Context: an optimization exercise on an open-source flow, tuned for small area. The choices shown serve that exercise and are no tape-out recipe. Function not checked in this run: the RTL went through the layout flow alone. Power is estimated from default activity; no workload was simulated.

**design.v**
```verilog
`default_nettype none
`timescale 1ns / 1ps
module register(
    input wire [4:0] R_Addr_A,
    input wire [4:0] R_Addr_B,
    input wire [4:0] W_Addr,
    input wire [31:0] W_Data,
    output wire [31:0] R_Data_A,
    output wire [31:0] R_Data_B,
    input wire CLK,
    input wire RST,
    input wire WE
    );
reg [31:0] r [0:31];
assign R_Data_A = r[R_Addr_A];
assign R_Data_B = r[R_Addr_B];
integer i;
always @ (posedge RST or posedge CLK)
begin
	if (RST) begin
		for (i = 0; i < 32; i = i + 1)
			r[i] <= 0;
	end else begin
		if (WE && W_Addr) r[W_Addr] <= W_Data;
	end
end
endmodule
`default_nettype none
`timescale 1ns / 1ps
module ALU(
    input wire [31:0] A,
    input wire [31:0] B,
    input wire [2:0] ALU_OP,
	input wire RST,
    output reg [31:0] F,
    output reg ZF,
    output reg OF
    );
always @* begin
	if (RST) begin
		F = 0;
		ZF = 0;
		OF = 0;
	end else begin
		case (ALU_OP)
			0: begin F = A & B; OF = 0; end
			1: begin F = A | B; OF = 0; end
			2: begin F = A ^ B; OF = 0; end
			3: begin F = ~(A | B); OF = 0; end
			4: begin {OF, F} = A + B; end
			5: begin {OF, F} = A - B; end
			6: begin F = A < B; OF = 0; end
			7: begin {OF, F} = B << A; end
			default: begin F = 0; OF = 0; end
		endcase
		ZF = F == 0 ? 1: 0;
	end
end
endmodule
`default_nettype none
`timescale 1ns / 1ps
module opt(
    input wire [5:0] OP,
    input wire [5:0] func,
    output reg WE,
    output reg [2:0] ALU_OP
    );
always @* begin
	ALU_OP = 3'b000;
	if (!OP) begin
		WE = 1;
		case (func)
			6'b100000: ALU_OP = 3'b100;
			6'b100010: ALU_OP = 3'b101;
			6'b100100: ALU_OP = 3'b000;
			6'b100101: ALU_OP = 3'b001;
			6'b100110: ALU_OP = 3'b010;
			6'b100111: ALU_OP = 3'b011;
			6'b101011: ALU_OP = 3'b110;
			6'b000100: ALU_OP = 3'b111;
		endcase
	end else begin
		WE = 0;
	end
end
endmodule
`default_nettype none
`timescale 1ns / 1ps
module CPU(
    input wire CLK,
    input wire RST,
	output wire [31:0]ALU_OUT,
	output wire ALU_OF,
	output wire ALU_ZF,
	output wire [31:0] dbg_inst,
	output wire [31:0] dbg_a,
    output wire [31:0] dbg_b,
	output wire [2:0] dbg_op,
	output wire reg_write_enable,
	output wire [31:0]alu_output,
	output wire [5:0] inst_addr,
	input wire [31:0] inst_data
    );
reg [31:0] PC;  
always @(posedge CLK or posedge RST)
begin
	if (RST) PC <= 0;
	else begin
		PC <= PC + 4;
	end
end
reg [31:0]inst_code;
always @(posedge CLK or posedge RST)
begin
	if (RST) inst_code <= 0;
	else inst_code <= inst_data;
end
assign dbg_inst = inst_code;
assign inst_addr = PC[7:2];
wire [5:0]op = inst_code[31:26];
wire [4:0]rs = inst_code[25:21];
wire [4:0]rt = inst_code[20:16];
wire [4:0]rd = inst_code[15:11];
wire [5:0]shamt = inst_code[10:6];
wire [5:0]func = inst_code[5:0];
wire [31:0]alu_input_A, alu_input_B;
register r(
	.R_Addr_A(rs),
	.R_Addr_B(rt),
	.W_Addr(rd),
	.R_Data_A(alu_input_A),
	.R_Data_B(alu_input_B),
	.W_Data(alu_output),
	.CLK(CLK),
	.RST(RST),
	.WE(reg_write_enable)
);
wire [2:0]alu_op;
wire alu_of, alu_zf;
opt o(
	.OP(op),
	.func(func),
	.ALU_OP(alu_op),
	.WE(reg_write_enable)
);
ALU a(
	.ALU_OP(alu_op),
	.A(alu_input_A),
	.B(alu_input_B),
	.F(alu_output),
	.OF(alu_of),
	.ZF(alu_zf),
	.RST(RST)
);
assign ALU_OUT = alu_output;
assign ALU_OF = alu_of;
assign ALU_ZF = alu_zf;
assign dbg_a = alu_input_A;
assign dbg_b = alu_input_B;
assign dbg_op = alu_op;
endmodule
```
**run.sh**
```bash
#!/bin/bash
# synth_recipe.tcl (not shown) runs the flow's synth.tcl, then flattens the netlist and writes it again
# the make line also repeats each setting of config.mk as NAME=value (left out here)
make -C /OpenROAD-flow-scripts/flow DESIGN_CONFIG=/design/flow/config.mk WORK_HOME=/design/flow/orfs CLKGATE_MAP_FILE= SYNTH_SCRIPT=/design/flow/synth_recipe.tcl finish
```
**config.mk**
```make
export PLATFORM = sky130hd
export DESIGN_NAME = CPU
export DESIGN_NICKNAME = CPU
export VERILOG_FILES = /design/flow/design.v
export SDC_FILE = /design/flow/constraint.sdc
export NUM_CORES = 4
export LEC_CHECK = 0
export CAP_MARGIN = 20
export CELL_PAD_IN_SITES_DETAIL_PLACEMENT = 1
export CELL_PAD_IN_SITES_GLOBAL_PLACEMENT = 2
export CORE_MARGIN = 2
export CORE_UTILIZATION = 30
export GPL_ROUTABILITY_DRIVEN = 1
export PLACE_DENSITY = 0.45
export SETUP_SLACK_MARGIN = 0.5
export SLEW_MARGIN = 20
```
**constraint.sdc**
```tcl
create_clock -name core_clock -period 12.0 [get_ports {CLK}]
set_input_delay 2.4000 -clock core_clock [delete_from_list [all_inputs] [get_ports {CLK}]]
set_output_delay 2.4000 -clock core_clock [all_outputs]
set_load 0.01 [all_outputs]
```
==> key figures <==
Status
  • Status: finished clean

Finish
  • Filler cell count: between 20000 and 25000
  • Share of cells above drive strength 1: 0.123
  • Fin cells: between 9000 and 10000
  • Syn-to-layout area delta: 19.0%
  • Final net count: about 7300

STA
  • Count of final max-slew check failures: 0
  • Worst Max-Slew Pin Slew: between 1000 and 1500 ps
  • Final worst path period share: 0.944
  • RSZ-0062 raised after global routing: false
  • Final Hold Fails: 0
  • Slew HR: 0.104
  • Worst Clk Skew: 35.9 ps
  • Min cycle time layout: 11330 ps
  • Setup TNS: 0 ps
  • Setup violations, final: 0
  • Max Freq: between 80 and 90 MHz

GRT
  • Initial antenna violation count: 40
  • All-Layer GR Usage: 0.406
  • First-pass GRT wire length: 570 mm
  • Largest net degree at the start of global routing: ~140
  • Vias in the first global route: 61500
  • Gr ovfl total: 0

Clock network
  • Clk sinks: about 1100
  • Num CTS Buffers: 139
  • Worst skew pair latency: slightly above 800 ps
  • Clock transition at path regs: approximately 60 ps
  • # H-tree levels: 4
  • Clk root buf: clkbuf_16
  • CTS tree: done
  • CTS Buffer Depth: 3

Synth
  • Top cell type's share of synthesized area: 0.442
  • Post-synth EDFFs: 0
  • Mean post-synth cell area: around 8.4 sq um
  • Number of distinct library cells after synthesis: approximately 100
  • Synth top area cells: dfrtp_1 44%, o21ai_0 7.4%, nand2_1 7.4%
  • Synth warnings: 5
  • Leading area contributor after synthesis: dfrtp_1
  • Synth Register Bits: between 1000 and 1500
  • Ys flop type: dfrtp_1
  • Post-synthesis sequential area ratio: 0.442
  • Mapped cell area: ~60000 sq um
  • Ys async rst share: 1.00
  • Post-Syn Instances: slightly above 7000
  • Syn Nets: 7257

Placed design
  • Port Buffers: just over 200
  • Routability cong.: 0.956
  • # placed instances: 9559
  • Post-DP HPWL: around 280 mm

Floorplan
  • Die Y-Extent: between 400 and 500 um
  • Die Width: between 400 and 500 um
  • Io pins: 206
  • Area of the die: a little over 200000 sq um
  • Core area: approximately 200000 sq um
  • Initial Util: 0.301
  • Std-Cell Rows: approximately 160

Setup path
  • Worst-path cell chain: nor2_4, and2_2, buf_4, a222oi_1, nand3_1, o32a_1, inv_1, ha_1, inv_1, a2111oi_0, o31ai_2, nand2_1, o31ai_2, a21oi_2, o311a_1, a21oi_1, a221oi_1, nor2b_1, o22a_1, a21oi_1, o32ai_1, nand4b_1, nor2_2, clkdlybuf4s50_1
  • Max incr delay on CP: 690 ps
  • Worst setup EP type: primary output
  • Startpoint types: flop
  • Worst EP required: 9600 ps
  • Type of the worst setup path: reg2out
  • Worst path slowest cell: dfrtp_4
  • Arr. time, crit path: between 8000 and 9000 ps
  • CP max FO: 31

Worst hold path
  • Worst Hold Class: reg2reg

Drt
  • DRT iter0 DRCs: about 8100
  • Drt pass-1 iters: 6
  • DRC Markers: 0
  • Vias/cell: approximately 6.5
  • Final wirelength: 426 mm
  • Vias: 63900
  • DR WL/cell: between 40 and 50 um
  • Routed Antenna Nets: 0

Power and ir drop
  • Lkg Pwr: between 30 and 40 nW
  • Pwr/cell area: 153 nW/um^2
  • Peak VDD IR: between 0.00015 and 0.0002 V

Flow run
  • Max cap viols: 0
[critical path, delay by kind of cell (launching register included)]
family          cells  cell delay (ps)
buf+inv             4             1380
flops               1              690
fa+ha+maj           1              460
compound gates     12             3450
simple gates        7             2090
[power breakdown]
| part | internal, mW | switching, mW | leakage (nW) | total (mW) |
|---|---|---|---|---|
| logic | 0.792 | 1.86 | 20.2 | 2.65 |
| clock network | 2.64 | 1.84 | 2.35 | 4.48 |
| registers | 3.68 | 0.138 | 9.95 | 3.82 |
| total | 7.11 | 3.84 | 32.5 | 10.9 |
[cells in the mapped netlist, types with 22 or more instances]
| cell | number |
|---|---|
| nor2b_1 | 22 |
| a31oi_1 | 40 |
| a22o_1 | 60 |
| a21oi_1 | 122 |
| nor3_1 | 60 |
| ha_1 | 98 |
| mux2_2 | 65 |
| a221oi_1 | 51 |
| a22oi_1 | 339 |
| a211oi_1 | 28 |
| mux2i_1 | 58 |
| nor4_1 | 69 |
| inv_1 | 124 |
| o21ai_1 | 114 |
| and4_1 | 23 |
| a2111oi_0 | 86 |
| o211ai_1 | 32 |
| buf_2 | 102 |
| o21ai_0 | 891 |
| buf_1 | 47 |
| nand4_1 | 212 |
| and3_1 | 308 |
| nand2_1 | 1180 |
| nand2b_1 | 36 |
| dfrtp_1 | 1062 |
| nand3_1 | 660 |
| clkbuf_1 | 554 |
| buf_4 | 38 |
| nor2_1 | 219 |
[sequential cells by signal, summed over array words and instances (netlist names)]
| register | count |
|---|---|
| inst_code | 32 |
| PC | 6 |
| r.r | 1024 |
[routing by layer]
| layer | share of wire | vias to the layer above | global-route usage |
|---|---|---|---|
| li1 | - | 25900 | - |
| met1 | 0.41 | 33400 | 0.532 |
| met2 | 0.43 | 3553 | 0.607 |
| met3 | 0.086 | 1060 | 0.0959 |
| met4 | 0.073 | 24 | 0.242 |
| met5 | 0.00041 | - | 0 |
[kinds of logic (layout without fill, tap and decap cells)]
group           after synthesis  in the layout  synth area share
simple gates               2928           2937             0.236
compound gates             1992           1992             0.210
flops                      1062           1062             0.442
buf+inv                     877            972            0.0607
mux                         145            145            0.0269
fa+ha+maj                   100            100            0.0211
xor+xnor                     19             19           0.00277
other cells                   0             15                 0
[worst paths after layout]
path                       slack (ps)           from  depth (start not counted)            end
max                               670  inst_code[16]                         24         ALU_ZF
max in group asynchronous        5410            RST                          6    r.r[14][14]
min                               410      r.r[0][8]                          0      r.r[0][8]
min reg2reg                       410      r.r[0][8]                          0      r.r[0][8]
max reg2reg                      3760  inst_code[16]                         24     r.r[1][29]
min in group asynchronous        2830            RST                          2  inst_code[14]
[cell usage in the layout, fill, tap and decap left out, types with 143 or more instances in the layout]
cell | synthesis | layout
a22oi_1 | 339 | 339
and3_1 | 308 | 307
buf_4 | 38 | 368
clkbuf_16 | 0 | 143
clkdlybuf4s50_1 | 0 | 205
dfrtp_1 | 1062 | 1052
nand2_1 | 1180 | 1153
nand3_1 | 660 | 652
nand4_1 | 212 | 212
nor2_1 | 219 | 174
o21ai_0 | 891 | 888
[per-stage QoR]
stage | util | power (mW) | worst slack (ps) | cell area (sq um) | hold WS, ps
2_1_floorplan | - | 5.16 | 1040 | 60100 | 444
3_3_place_gp | 0.330 | 6.42 | 1120 | 65800 | 384
3_5_place_dp | 0.330 | 6.41 | 1040 | 65800 | 387
4_1_cts | 0.356 | 10.9 | 509 | 70900 | 405
5_1_grt | 0.358 | 11.3 | 483 | 71500 | 416
6_report | 0.358 | 10.9 | 667 | 71500 | 405
[area by class of cell]
type / count / area, sq um / share of cell area
antenna: 15 / 37.5 / 0.000525
clock buffer: 204 / 4150 / 0.0580
clock inverter: 45 / 637 / 0.00891
inverter: 128 / 507 / 0.00709
multi-input combinational: 5193 / 31000 / 0.434
sequential: 1062 / 26600 / 0.372
tap: 2656 / 3320 / 0.0465
timing repair buffer: 595 / 5230 / 0.0731
[timing repair]
action | CTS | global route
setup buffers | 33 | 33
cloned | 4 | 5
pin swaps | 12 | 9
resized for setup | 19 | 38
endpoints found under the hold margin | 0 | 0
hold buffers | 0 | 0
setup endpoints to repair | 11 | 11

-- static timing again, ports no longer ideal --
The results above use ideal ports. As a check the final layout listed here was re-extracted and re-timed, cells and wires unchanged. Step 1, drivers: a clkbuf_16 drives CLK and a buf_2 each remaining input, both assumed. Step 2 moves the port delays by t, midway between the first and last clock arrival at a register: inputs arrive t later, outputs are due t later. That takes back most of the time a late clock gives input paths. Slacks: ideal / step 1 / step 2; pairs: ideal / step 1.
t, ns: 0.903
setup WS [ns]: 0.667 / 0.567 / 1.470
clock arrival spread, ns: 0.038 / 0.038
After both steps setup and hold are still met in this run. For this run, drivers alone change the setup slack by -0.100 ns; drivers and shift together by +0.803 ns.
